Context: an optimization exercise on an open-source flow, tuned for a short achievable clock period and few clock cycles. The choices shown serve that exercise and are no tape-out recipe. In this exercise RTL edits were held to simulation tests only and were not proved equivalent to the original.

==> cedar <==
==> flow/design.v <==
module cpu(
    input  logic        clk, reset,
    output logic [31:0] pcF,
    input  logic [31:0] instrF,
    output logic        memwriteM,
    output logic [31:0] aluoutM, writedataM,
    input  logic [31:0] readdataM
);
    localparam int DSTEP = 8;             
    localparam int DCYC  = 32 / DSTEP;    
    logic rst_q;
    always_ff @(posedge clk or posedge reset) begin
        if (reset) rst_q <= 1'b1;
        else       rst_q <= 1'b0;
    end
    logic [7:0]   pc;                     
    assign pcF = {22'b0, pc, 2'b00};
    logic [7:0]   bt_tgt [0:255];
    logic [511:0] bt_ctr;
    logic [1:0]   ctr_f;
    logic [7:0]   pred_f;
    assign ctr_f  = bt_ctr[{pc, 1'b0} +: 2];
    assign pred_f = ctr_f[1] ? bt_tgt[pc] : pc + 8'd1;
    logic [31:0] ir;
    logic [7:0]  ir_pc, ir_pred;
    logic        ir_v;
    logic [31:0] h_i;
    logic [7:0]  h_pc, h_pred;
    logic        sel;
    logic [31:0] xi;
    logic [7:0]  xpc, xpred;
    logic        xv;
    assign xi    = sel ? h_i    : ir;
    assign xpc   = sel ? h_pc   : ir_pc;
    assign xpred = sel ? h_pred : ir_pred;
    assign xv    = sel | ir_v;
    logic [5:0] op, fn;
    logic [4:0] rs, rt, rd, dest;
    assign op = xi[31:26];
    assign fn = xi[5:0];
    assign rs = xi[25:21];
    assign rt = xi[20:16];
    assign rd = xi[15:11];
    logic is_r, is_addi, is_lw, is_sw, is_beq, is_j;
    logic f_sub, f_and, f_or, f_slt, f_mult, f_div, f_mflo, f_mfhi;
    assign is_r    = op == 6'h00;
    assign is_addi = op == 6'h08;
    assign is_lw   = op == 6'h23;
    assign is_sw   = op == 6'h2b;
    assign is_beq  = op == 6'h04;
    assign is_j    = op == 6'h02;
    assign f_sub   = fn == 6'h22;
    assign f_and   = fn == 6'h24;
    assign f_or    = fn == 6'h25;
    assign f_slt   = fn == 6'h2a;
    assign f_mult  = fn == 6'h18;
    assign f_div   = fn == 6'h1a;
    assign f_mflo  = fn == 6'h12;
    assign f_mfhi  = fn == 6'h10;
    logic uses_rs, uses_rt, regwrite, is_mdu;
    assign uses_rs  = is_r | is_addi | is_lw | is_sw | is_beq;
    assign uses_rt  = is_r | is_sw | is_beq;
    assign dest     = is_r ? rd : rt;
    assign regwrite = (is_r | is_addi | is_lw) & (dest != 5'd0);
    assign is_mdu   = is_r & (f_mult | f_div | f_mflo | f_mfhi);
    logic [31:0] rf [1:31];
    logic        m_rw, m_ld, w_rw, w_ld;
    logic [4:0]  m_dest, w_dest;
    logic [31:0] w_alu, w_rd, w_res;
    assign w_res = w_ld ? w_rd : w_alu;
    logic [31:0] A, B;
    always_comb begin
        if (rs == 5'd0)                 A = 32'd0;
        else if (m_rw && m_dest == rs)  A = aluoutM;
        else if (w_rw && w_dest == rs)  A = w_res;
        else                            A = rf[rs];
    end
    always_comb begin
        if (rt == 5'd0)                 B = 32'd0;
        else if (m_rw && m_dest == rt)  B = aluoutM;
        else if (w_rw && w_dest == rt)  B = w_res;
        else                            B = rf[rt];
    end
    logic [31:0] hi, lo;
    logic [63:0] prod;
    logic        busy, mul_p;
    logic stall;
    assign stall = xv & ((m_rw & m_ld & ((uses_rs & m_dest == rs) |
                                         (uses_rt & m_dest == rt))) |
                         (is_mdu & busy));
    logic go;
    assign go = xv & ~stall;
    logic [31:0] simm, res;
    assign simm = {{16{xi[15]}}, xi[15:0]};
    always_comb begin
        if (!is_r)       res = A + simm;
        else if (f_sub)  res = A - B;
        else if (f_and)  res = A & B;
        else if (f_or)   res = A | B;
        else if (f_slt)  res = {31'd0, (A[31] != B[31]) ? A[31] : (A < B)};
        else if (f_mflo) res = mul_p ? prod[31:0]  : lo;
        else if (f_mfhi) res = mul_p ? prod[63:32] : hi;
        else if (f_mult | f_div) res = 32'd0;
        else             res = A + B;
    end
    logic [7:0] seq, ttgt, actual;
    logic       taken, mispredict;
    assign seq    = xpc + 8'd1;
    assign ttgt   = is_j ? xi[7:0] : seq + xi[7:0];
    assign taken  = is_j | (is_beq & (A == B));
    assign actual = taken ? ttgt : seq;
    assign mispredict = go & (actual != xpred);
    always_ff @(posedge clk) begin
        if (rst_q) begin
            pc   <= 8'd0;
            ir_v <= 1'b0;
            sel  <= 1'b0;
        end else begin
            pc   <= mispredict ? actual : (stall ? pc : pred_f);
            ir_v <= ~mispredict;
            sel  <= stall;
        end
    end
    always_ff @(posedge clk) begin
        ir      <= instrF;
        ir_pc   <= pc;
        ir_pred <= pred_f;
        if (stall) begin
            h_i    <= xi;
            h_pc   <= xpc;
            h_pred <= xpred;
        end
    end
    logic bt_upd;
    logic [1:0] ctr_x, ctr_n;
    assign bt_upd = go & (is_beq | is_j);
    assign ctr_x  = bt_ctr[{xpc, 1'b0} +: 2];
    always_comb begin
        if (is_j)              ctr_n = 2'b11;
        else if (taken)        ctr_n = (ctr_x == 2'b11) ? 2'b11 : ctr_x + 2'b01;
        else                   ctr_n = (ctr_x == 2'b00) ? 2'b00 : ctr_x - 2'b01;
    end
    always_ff @(posedge clk) begin
        if (rst_q) bt_ctr <= '0;
        else if (bt_upd) bt_ctr[{xpc, 1'b0} +: 2] <= ctr_n;
    end
    always_ff @(posedge clk) begin
        if (bt_upd) bt_tgt[xpc] <= ttgt;
    end
    always_ff @(posedge clk or posedge reset) begin
        if (reset) memwriteM <= 1'b0;
        else       memwriteM <= go & is_sw & ~rst_q;
    end
    always_ff @(posedge clk) begin
        m_rw <= go & regwrite & ~rst_q;
        m_ld <= is_lw;
    end
    always_ff @(posedge clk) begin
        m_dest     <= dest;
        aluoutM    <= res;
        writedataM <= B;
    end
    always_ff @(posedge clk) begin
        w_rw <= m_rw & ~rst_q;
    end
    always_ff @(posedge clk) begin
        w_ld   <= m_ld;
        w_dest <= m_dest;
        w_alu  <= aluoutM;
        w_rd   <= readdataM;
        if (w_rw) rf[w_dest] <= w_res;
    end
    function automatic logic [63:0] dstep(input logic [63:0] rq, input logic [31:0] d,
                                          input logic [33:0] d3);
        logic [34:0] r4, s1, s2, s3;
        r4 = {1'b0, rq[63:30]};
        s1 = r4 - {3'b0, d};
        s2 = r4 - {2'b0, d, 1'b0};
        s3 = r4 - {1'b0, d3};
        if (!s3[34])      dstep = {s3[31:0], rq[29:0], 2'b11};
        else if (!s2[34]) dstep = {s2[31:0], rq[29:0], 2'b10};
        else if (!s1[34]) dstep = {s1[31:0], rq[29:0], 2'b01};
        else              dstep = {r4[31:0], rq[29:0], 2'b00};
    endfunction
    logic [31:0] ma, mb;
    logic [33:0] mb3;
    logic [3:0]  dcnt;
    assign busy = dcnt != 0;
    assign prod = {32'd0, ma} * {32'd0, mb};
    logic [63:0] dnext;
    always_comb begin
        dnext = {hi, lo};
        for (int k = 0; k < DSTEP / 2; k++) dnext = dstep(dnext, mb, mb3);
    end
    always_ff @(posedge clk) begin
        if (rst_q) begin
            mul_p <= 1'b0;
            dcnt  <= '0;
        end else begin
            mul_p <= go & is_r & f_mult;
            if (go & is_r & f_div) dcnt <= DCYC;
            else if (dcnt != 0)    dcnt <= dcnt - 1'b1;
        end
    end
    always_ff @(posedge clk) begin
        if (go & is_r & (f_mult | f_div)) begin
            ma  <= A;
            mb  <= B;
            mb3 <= {2'b0, B} + {1'b0, B, 1'b0};
        end
        if (go & is_r & f_div) begin
            hi <= 32'd0;
            lo <= A;
        end else if (mul_p) begin
            {hi, lo} <= prod;
        end else if (dcnt != 0) begin
            {hi, lo} <= dnext;
        end
    end
endmodule
==> flow/run.sh <==
#!/bin/bash
# synth_recipe.tcl (not shown) runs the flow's synth.tcl, then flattens the netlist and writes it again
# the make line also repeats each setting of config.mk as NAME=value (left out here)
make -C /OpenROAD-flow-scripts/flow DESIGN_CONFIG=/design/flow/config.mk WORK_HOME=/design/flow/orfs CLKGATE_MAP_FILE= SYNTH_SCRIPT=/design/flow/synth_recipe.tcl finish
==> flow/config.mk <==
export PLATFORM = sky130hd
export DESIGN_NAME = cpu
export DESIGN_NICKNAME = cpu
export VERILOG_FILES = /design/flow/design.v
export SDC_FILE = /design/flow/constraint.sdc
export NUM_CORES = 4
export LEC_CHECK = 0
export CAP_MARGIN = 20
export CORE_MARGIN = 2
export CORE_UTILIZATION = 40
export SLEW_MARGIN = 20
==> flow/constraint.sdc <==
create_clock -name core_clock -period 150.0 [get_ports {clk}]
set_input_delay 30.0000 -clock core_clock [delete_from_list [all_inputs] [get_ports {clk}]]
set_output_delay 30.0000 -clock core_clock [all_outputs]
set_load 0.01 [all_outputs]
==> inputs of tundra, as changes to cedar <==
--- a/flow/design.v
+++ b/flow/design.v
@@ -13,14 +13,25 @@
         if (reset) rst_q <= 1'b1;
         else       rst_q <= 1'b0;
     end
-    logic [7:0]   pc;                     
-    assign pcF = {22'b0, pc, 2'b00};
-    logic [7:0]   bt_tgt [0:255];
-    logic [511:0] bt_ctr;
-    logic [1:0]   ctr_f;
-    logic [7:0]   pred_f;
-    assign ctr_f  = bt_ctr[{pc, 1'b0} +: 2];
-    assign pred_f = ctr_f[1] ? bt_tgt[pc] : pc + 8'd1;
+    logic [7:0]   pc, pc_o;
+    logic [7:0]   npc;
+    assign pcF = {22'b0, pc_o, 2'b00};
+    localparam int NB = 32;
+    logic [NB-1:0] b_v;
+    logic [7:0]    b_tag [0:NB-1];
+    logic [7:0]    b_tgt [0:NB-1];
+    logic [1:0]    b_ctr [0:NB-1];
+    logic [4:0]    b_ptr;
+    logic [NB-1:0] hf;
+    logic [7:0]    tgt_f, pred_f;
+    always_comb begin
+        tgt_f = 8'd0;
+        for (int i = 0; i < NB; i++) begin
+            hf[i] = b_v[i] & (b_tag[i] == pc) & b_ctr[i][1];
+            tgt_f = tgt_f | ({8{hf[i]}} & b_tgt[i]);
+        end
+    end
+    assign pred_f = (|hf) ? tgt_f : pc + 8'd1;
     logic [31:0] ir;
     logic [7:0]  ir_pc, ir_pred;
     logic        ir_v;
@@ -66,18 +77,18 @@
     logic [31:0] rf [1:31];
     logic        m_rw, m_ld, w_rw, w_ld;
     logic [4:0]  m_dest, w_dest;
-    logic [31:0] w_alu, w_rd, w_res;
+    logic [31:0] w_alu, w_rd, w_res, m_res;
     assign w_res = w_ld ? w_rd : w_alu;
     logic [31:0] A, B;
     always_comb begin
         if (rs == 5'd0)                 A = 32'd0;
-        else if (m_rw && m_dest == rs)  A = aluoutM;
+        else if (m_rw && m_dest == rs)  A = m_res;
         else if (w_rw && w_dest == rs)  A = w_res;
         else                            A = rf[rs];
     end
     always_comb begin
         if (rt == 5'd0)                 B = 32'd0;
-        else if (m_rw && m_dest == rt)  B = aluoutM;
+        else if (m_rw && m_dest == rt)  B = m_res;
         else if (w_rw && w_dest == rt)  B = w_res;
         else                            B = rf[rt];
     end
@@ -116,10 +127,16 @@
             ir_v <= 1'b0;
             sel  <= 1'b0;
         end else begin
-            pc   <= mispredict ? actual : (stall ? pc : pred_f);
+            pc   <= npc;
             ir_v <= ~mispredict;
             sel  <= stall;
         end
+    end
+    assign npc = mispredict ? actual : (stall ? pc : pred_f);
+    always_ff @(posedge clk or posedge reset) begin
+        if (reset)      pc_o <= 8'd0;
+        else if (rst_q) pc_o <= 8'd0;
+        else            pc_o <= npc;
     end
     always_ff @(posedge clk) begin
         ir      <= instrF;
@@ -132,20 +149,33 @@
         end
     end
     logic bt_upd;
-    logic [1:0] ctr_x, ctr_n;
+    logic [NB-1:0] hx;
+    always_comb
+        for (int i = 0; i < NB; i++) hx[i] = b_v[i] & (b_tag[i] == xpc);
     assign bt_upd = go & (is_beq | is_j);
-    assign ctr_x  = bt_ctr[{xpc, 1'b0} +: 2];
-    always_comb begin
-        if (is_j)              ctr_n = 2'b11;
-        else if (taken)        ctr_n = (ctr_x == 2'b11) ? 2'b11 : ctr_x + 2'b01;
-        else                   ctr_n = (ctr_x == 2'b00) ? 2'b00 : ctr_x - 2'b01;
-    end
-    always_ff @(posedge clk) begin
-        if (rst_q) bt_ctr <= '0;
-        else if (bt_upd) bt_ctr[{xpc, 1'b0} +: 2] <= ctr_n;
-    end
-    always_ff @(posedge clk) begin
-        if (bt_upd) bt_tgt[xpc] <= ttgt;
+    always_ff @(posedge clk) begin
+        if (rst_q) begin
+            b_v   <= '0;
+            b_ptr <= '0;
+        end else if (bt_upd) begin
+            if (|hx) begin
+                for (int i = 0; i < NB; i++) if (hx[i]) begin
+                    b_tgt[i] <= ttgt;
+                    if (is_j | taken) b_ctr[i] <= (b_ctr[i] == 2'b11) ? 2'b11 : b_ctr[i] + 2'b01;
+                    else              b_ctr[i] <= (b_ctr[i] == 2'b00) ? 2'b00 : b_ctr[i] - 2'b01;
+                end
+            end else if (taken) begin
+                b_v[b_ptr % NB]   <= 1'b1;
+                b_tag[b_ptr % NB] <= xpc;
+                b_tgt[b_ptr % NB] <= ttgt;
+                b_ctr[b_ptr % NB] <= is_j ? 2'b11 : 2'b10;
+                b_ptr <= (b_ptr + 5'd1) % NB;
+            end
+        end
+    end
+    always_ff @(posedge clk or posedge reset) begin
+        if (reset) aluoutM <= 32'd0;
+        else       aluoutM <= res;
     end
     always_ff @(posedge clk or posedge reset) begin
         if (reset) memwriteM <= 1'b0;
@@ -157,7 +187,7 @@
     end
     always_ff @(posedge clk) begin
         m_dest     <= dest;
-        aluoutM    <= res;
+        m_res      <= res;
         writedataM <= B;
     end
     always_ff @(posedge clk) begin
@@ -166,7 +196,7 @@
     always_ff @(posedge clk) begin
         w_ld   <= m_ld;
         w_dest <= m_dest;
-        w_alu  <= aluoutM;
+        w_alu  <= m_res;
         w_rd   <= readdataM;
         if (w_rw) rf[w_dest] <= w_res;
     end
==> flow/flow/run.sh (new file) <==
#!/bin/bash
# Layout flow: the standard ORFS flow (standard.sh, unchanged synthesis)
# with two changes to how the layout is optimised:
#  - the port buffers are buf_4 cells instead of the default pick;
#  - the timing repair steps aim for SETUP_SLACK_MARGIN ns of setup slack, so
#    the resizer works on the I/O paths, which are met with a large slack at
#    the design's period and otherwise left unoptimised.
# The clock period, SDC and every other setting are the standard flow's.
set -uo pipefail
export BUFFER_PORTS_ARGS="-buffer_cell sky130_fd_sc_hd__buf_4"
export SETUP_SLACK_MARGIN=119.0
bash standard.sh > standard_flow.log 2>&1
status=$?
mkdir -p logs_orfs
cp -r orfs/logs/* logs_orfs/ 2>/dev/null || true
exit $status
==> flow/standard.sh (new file) <==
#!/bin/bash
# synth_recipe.tcl (not shown) runs the flow's synth.tcl, then flattens the netlist and writes it again
# the make line also repeats each setting of config.mk as NAME=value (left out here)
make -C /OpenROAD-flow-scripts/flow DESIGN_CONFIG=/design/flow/config.mk WORK_HOME=/design/flow/orfs CLKGATE_MAP_FILE= SYNTH_SCRIPT=/design/flow/synth_recipe.tcl "${@:-finish}"
removed: flow/run.sh
==> inputs of raven, as changes to cedar <==
--- a/flow/design.v
+++ b/flow/design.v
@@ -13,14 +13,25 @@
         if (reset) rst_q <= 1'b1;
         else       rst_q <= 1'b0;
     end
-    logic [7:0]   pc;                     
-    assign pcF = {22'b0, pc, 2'b00};
-    logic [7:0]   bt_tgt [0:255];
-    logic [511:0] bt_ctr;
-    logic [1:0]   ctr_f;
-    logic [7:0]   pred_f;
-    assign ctr_f  = bt_ctr[{pc, 1'b0} +: 2];
-    assign pred_f = ctr_f[1] ? bt_tgt[pc] : pc + 8'd1;
+    logic [7:0]   pc, pc_o;
+    logic [7:0]   npc;
+    assign pcF = {22'b0, pc_o, 2'b00};
+    localparam int NB = 32;
+    logic [NB-1:0] b_v;
+    logic [7:0]    b_tag [0:NB-1];
+    logic [7:0]    b_tgt [0:NB-1];
+    logic [1:0]    b_ctr [0:NB-1];
+    logic [4:0]    b_ptr;
+    logic [NB-1:0] hf;
+    logic [7:0]    tgt_f, pred_f;
+    always_comb begin
+        tgt_f = 8'd0;
+        for (int i = 0; i < NB; i++) begin
+            hf[i] = b_v[i] & (b_tag[i] == pc) & b_ctr[i][1];
+            tgt_f = tgt_f | ({8{hf[i]}} & b_tgt[i]);
+        end
+    end
+    assign pred_f = (|hf) ? tgt_f : pc + 8'd1;
     logic [31:0] ir;
     logic [7:0]  ir_pc, ir_pred;
     logic        ir_v;
@@ -66,24 +77,25 @@
     logic [31:0] rf [1:31];
     logic        m_rw, m_ld, w_rw, w_ld;
     logic [4:0]  m_dest, w_dest;
-    logic [31:0] w_alu, w_rd, w_res;
+    logic [31:0] w_alu, w_rd, w_res, m_res;
     assign w_res = w_ld ? w_rd : w_alu;
     logic [31:0] A, B;
     always_comb begin
         if (rs == 5'd0)                 A = 32'd0;
-        else if (m_rw && m_dest == rs)  A = aluoutM;
+        else if (m_rw && m_dest == rs)  A = m_res;
         else if (w_rw && w_dest == rs)  A = w_res;
         else                            A = rf[rs];
     end
     always_comb begin
         if (rt == 5'd0)                 B = 32'd0;
-        else if (m_rw && m_dest == rt)  B = aluoutM;
+        else if (m_rw && m_dest == rt)  B = m_res;
         else if (w_rw && w_dest == rt)  B = w_res;
         else                            B = rf[rt];
     end
     logic [31:0] hi, lo;
     logic [63:0] prod;
-    logic        busy, mul_p;
+    logic        busy, dlast, mul_p;
+    logic [63:0] dnext;
     logic stall;
     assign stall = xv & ((m_rw & m_ld & ((uses_rs & m_dest == rs) |
                                          (uses_rt & m_dest == rt))) |
@@ -98,8 +110,8 @@
         else if (f_and)  res = A & B;
         else if (f_or)   res = A | B;
         else if (f_slt)  res = {31'd0, (A[31] != B[31]) ? A[31] : (A < B)};
-        else if (f_mflo) res = mul_p ? prod[31:0]  : lo;
-        else if (f_mfhi) res = mul_p ? prod[63:32] : hi;
+        else if (f_mflo) res = mul_p ? prod[31:0]  : dlast ? dnext[31:0]  : lo;
+        else if (f_mfhi) res = mul_p ? prod[63:32] : dlast ? dnext[63:32] : hi;
         else if (f_mult | f_div) res = 32'd0;
         else             res = A + B;
     end
@@ -116,15 +128,24 @@
             ir_v <= 1'b0;
             sel  <= 1'b0;
         end else begin
-            pc   <= mispredict ? actual : (stall ? pc : pred_f);
+            pc   <= npc;
             ir_v <= ~mispredict;
             sel  <= stall;
         end
     end
+    logic jF, take_jF;
+    assign jF      = instrF[31:26] == 6'h02;
+    assign take_jF = jF & ~mispredict & ~stall;
+    assign npc = take_jF ? instrF[7:0] : (mispredict ? actual : (stall ? pc : pred_f));
+    always_ff @(posedge clk or posedge reset) begin
+        if (reset)      pc_o <= 8'd0;
+        else if (rst_q) pc_o <= 8'd0;
+        else            pc_o <= npc;
+    end
     always_ff @(posedge clk) begin
         ir      <= instrF;
         ir_pc   <= pc;
-        ir_pred <= pred_f;
+        ir_pred <= jF ? instrF[7:0] : pred_f;
         if (stall) begin
             h_i    <= xi;
             h_pc   <= xpc;
@@ -132,20 +153,33 @@
         end
     end
     logic bt_upd;
-    logic [1:0] ctr_x, ctr_n;
+    logic [NB-1:0] hx;
+    always_comb
+        for (int i = 0; i < NB; i++) hx[i] = b_v[i] & (b_tag[i] == xpc);
     assign bt_upd = go & (is_beq | is_j);
-    assign ctr_x  = bt_ctr[{xpc, 1'b0} +: 2];
-    always_comb begin
-        if (is_j)              ctr_n = 2'b11;
-        else if (taken)        ctr_n = (ctr_x == 2'b11) ? 2'b11 : ctr_x + 2'b01;
-        else                   ctr_n = (ctr_x == 2'b00) ? 2'b00 : ctr_x - 2'b01;
-    end
-    always_ff @(posedge clk) begin
-        if (rst_q) bt_ctr <= '0;
-        else if (bt_upd) bt_ctr[{xpc, 1'b0} +: 2] <= ctr_n;
-    end
-    always_ff @(posedge clk) begin
-        if (bt_upd) bt_tgt[xpc] <= ttgt;
+    always_ff @(posedge clk) begin
+        if (rst_q) begin
+            b_v   <= '0;
+            b_ptr <= '0;
+        end else if (bt_upd) begin
+            if (|hx) begin
+                for (int i = 0; i < NB; i++) if (hx[i]) begin
+                    b_tgt[i] <= ttgt;
+                    if (is_j | taken) b_ctr[i] <= (b_ctr[i] == 2'b11) ? 2'b11 : b_ctr[i] + 2'b01;
+                    else              b_ctr[i] <= (b_ctr[i] == 2'b00) ? 2'b00 : b_ctr[i] - 2'b01;
+                end
+            end else if (taken & ~is_j) begin
+                b_v[b_ptr % NB]   <= 1'b1;
+                b_tag[b_ptr % NB] <= xpc;
+                b_tgt[b_ptr % NB] <= ttgt;
+                b_ctr[b_ptr % NB] <= is_j ? 2'b11 : 2'b10;
+                b_ptr <= (b_ptr + 5'd1) % NB;
+            end
+        end
+    end
+    always_ff @(posedge clk or posedge reset) begin
+        if (reset) aluoutM <= 32'd0;
+        else       aluoutM <= res;
     end
     always_ff @(posedge clk or posedge reset) begin
         if (reset) memwriteM <= 1'b0;
@@ -157,7 +191,7 @@
     end
     always_ff @(posedge clk) begin
         m_dest     <= dest;
-        aluoutM    <= res;
+        m_res      <= res;
         writedataM <= B;
     end
     always_ff @(posedge clk) begin
@@ -166,7 +200,7 @@
     always_ff @(posedge clk) begin
         w_ld   <= m_ld;
         w_dest <= m_dest;
-        w_alu  <= aluoutM;
+        w_alu  <= m_res;
         w_rd   <= readdataM;
         if (w_rw) rf[w_dest] <= w_res;
     end
@@ -185,12 +219,25 @@
     logic [31:0] ma, mb;
     logic [33:0] mb3;
     logic [3:0]  dcnt;
-    assign busy = dcnt != 0;
+    assign busy  = dcnt[3:1] != 3'd0;
+    assign dlast = dcnt == 4'd1;
     assign prod = {32'd0, ma} * {32'd0, mb};
-    logic [63:0] dnext;
     always_comb begin
         dnext = {hi, lo};
         for (int k = 0; k < DSTEP / 2; k++) dnext = dstep(dnext, mb, mb3);
+    end
+    logic [5:0] dskip;
+    logic [3:0] dcyc0;
+    always_comb begin
+        if (B[31:24] != 8'd0 || A[31:8] < B[23:0]) begin
+            dskip = 6'd24; dcyc0 = 4'd1;
+        end else if (B[31:16] != 16'd0 || A[31:16] < B[15:0]) begin
+            dskip = 6'd16; dcyc0 = 4'd2;
+        end else if (B[31:8] != 24'd0 || A[31:24] < B[7:0]) begin
+            dskip = 6'd8;  dcyc0 = 4'd3;
+        end else begin
+            dskip = 6'd0;  dcyc0 = 4'd4;
+        end
     end
     always_ff @(posedge clk) begin
         if (rst_q) begin
@@ -198,7 +245,7 @@
             dcnt  <= '0;
         end else begin
             mul_p <= go & is_r & f_mult;
-            if (go & is_r & f_div) dcnt <= DCYC;
+            if (go & is_r & f_div) dcnt <= dcyc0;
             else if (dcnt != 0)    dcnt <= dcnt - 1'b1;
         end
     end
@@ -209,8 +256,7 @@
             mb3 <= {2'b0, B} + {1'b0, B, 1'b0};
         end
         if (go & is_r & f_div) begin
-            hi <= 32'd0;
-            lo <= A;
+            {hi, lo} <= {32'd0, A} << dskip;
         end else if (mul_p) begin
             {hi, lo} <= prod;
         end else if (dcnt != 0) begin
==> flow/flow/run.sh (new file) <==
#!/bin/bash
# Layout flow: the standard ORFS flow (standard.sh, unchanged synthesis)
# with two changes to how the layout is optimised:
#  - the port buffers are buf_4 cells instead of the default pick;
#  - the timing repair steps aim for SETUP_SLACK_MARGIN ns of setup slack, so
#    the resizer works on the I/O paths, which are met with a large slack at
#    the design's period and otherwise left unoptimised.
# The clock period, SDC and every other setting are the standard flow's.
set -uo pipefail
export BUFFER_PORTS_ARGS="-buffer_cell sky130_fd_sc_hd__buf_4"
export SETUP_SLACK_MARGIN=119.0
bash standard.sh > standard_flow.log 2>&1
status=$?
mkdir -p logs_orfs
cp -r orfs/logs/* logs_orfs/ 2>/dev/null || true
exit $status
==> flow/standard.sh (new file) <==
#!/bin/bash
# synth_recipe.tcl (not shown) runs the flow's synth.tcl, then flattens the netlist and writes it again
# the make line also repeats each setting of config.mk as NAME=value (left out here)
make -C /OpenROAD-flow-scripts/flow DESIGN_CONFIG=/design/flow/config.mk WORK_HOME=/design/flow/orfs CLKGATE_MAP_FILE= SYNTH_SCRIPT=/design/flow/synth_recipe.tcl "${@:-finish}"
CORE_UTILIZATION = 65   (was 40)
removed: flow/run.sh
==> reports/metrics.csv <==
metric,value,unit
slew margin rel.,0.197,
Achievable Freq,31.7,MHz
average size of a mapped cell,9.42,um^2
vias,128000,
Post-CTS Resized,88,
wl on met1,225,mm
Worst-path clk slew,0.06,ns
CP max stage delay,0.38,ns
Placement Rows,228,
Reg with most FFs,rf,
met3 Track Usage GR,0.0495,
DIE HEIGHT,626,um
met2 Use GR,0.439,
worst reg2reg path depth,63,
status,finished clean,
gr usage total,0.282,
the above is filed under tundra

==> reports/metrics.csv <==
metric,value,unit
worst reg2reg path depth,65,
instance count on the critical path,1,
met3 Track Usage GR,0.0592,
vias,174000,
gr usage total,0.267,
Placement Rows,279,
Reg with most FFs,bt_tgt,
Worst-path clk slew,0.07,ns
average size of a mapped cell,10.9,um^2
met2 Use GR,0.404,
"EDFF count, synth",3217,
wl on met1,318,mm
slew margin rel.,0.132,
Post-CTS Resized,0,
status,finished clean,
Achievable Freq,30.8,MHz
the above is filed under cedar

==> reports/metrics.csv <==
metric,value,unit
status,failed layout checks,
Layout Check Fails,antenna rules,
Achievable Freq,31.8,MHz
CP max stage delay,0.39,ns
ANT nets after route,1,
average size of a mapped cell,9.35,um^2
met3 Track Usage GR,0.144,
Worst-path clk slew,0.07,ns
gr usage total,0.475,
worst reg2reg path depth,63,
met2 Use GR,0.701,
the above is filed under raven

Testbench counts of cedar, summed over its fixed seeds: cycles 51,101.
Testbench counts of tundra, summed over its fixed seeds: cycles 50,859.
Testbench counts of raven, summed over its fixed seeds: cycles 49,718.

## afterwards: timing with drivers on the ports
Ports are ideal in the flow. The routed layouts listed here were re-timed in OpenROAD. Step 1: set_driving_cell puts a clkbuf_16 on clk and a buf_2 on each other input, an assumption about the parent block. Step 2 also shifts input and output timing later by t, the mid clock arrival at the registers, as if the neighbouring blocks saw the same clock. a / b / c = ideal ports / drivers / drivers and shift; a / b = the first two.
run | t, ns | setup WS [ns] | worst slew at a driven data input, ns
cedar | 1.135 | 117.536 / 117.399 / 118.534 | 0.04
tundra | 1.079 | 118.483 / 118.364 / 118.909 | 0.04
raven | 1.008 | 118.534 / 118.427 / 118.306 | 0.07
The setup slack of raven, which loses most, moves by -0.107 ns with the drivers and by -0.228 ns with both steps. Setup slack includes reset recovery checks.
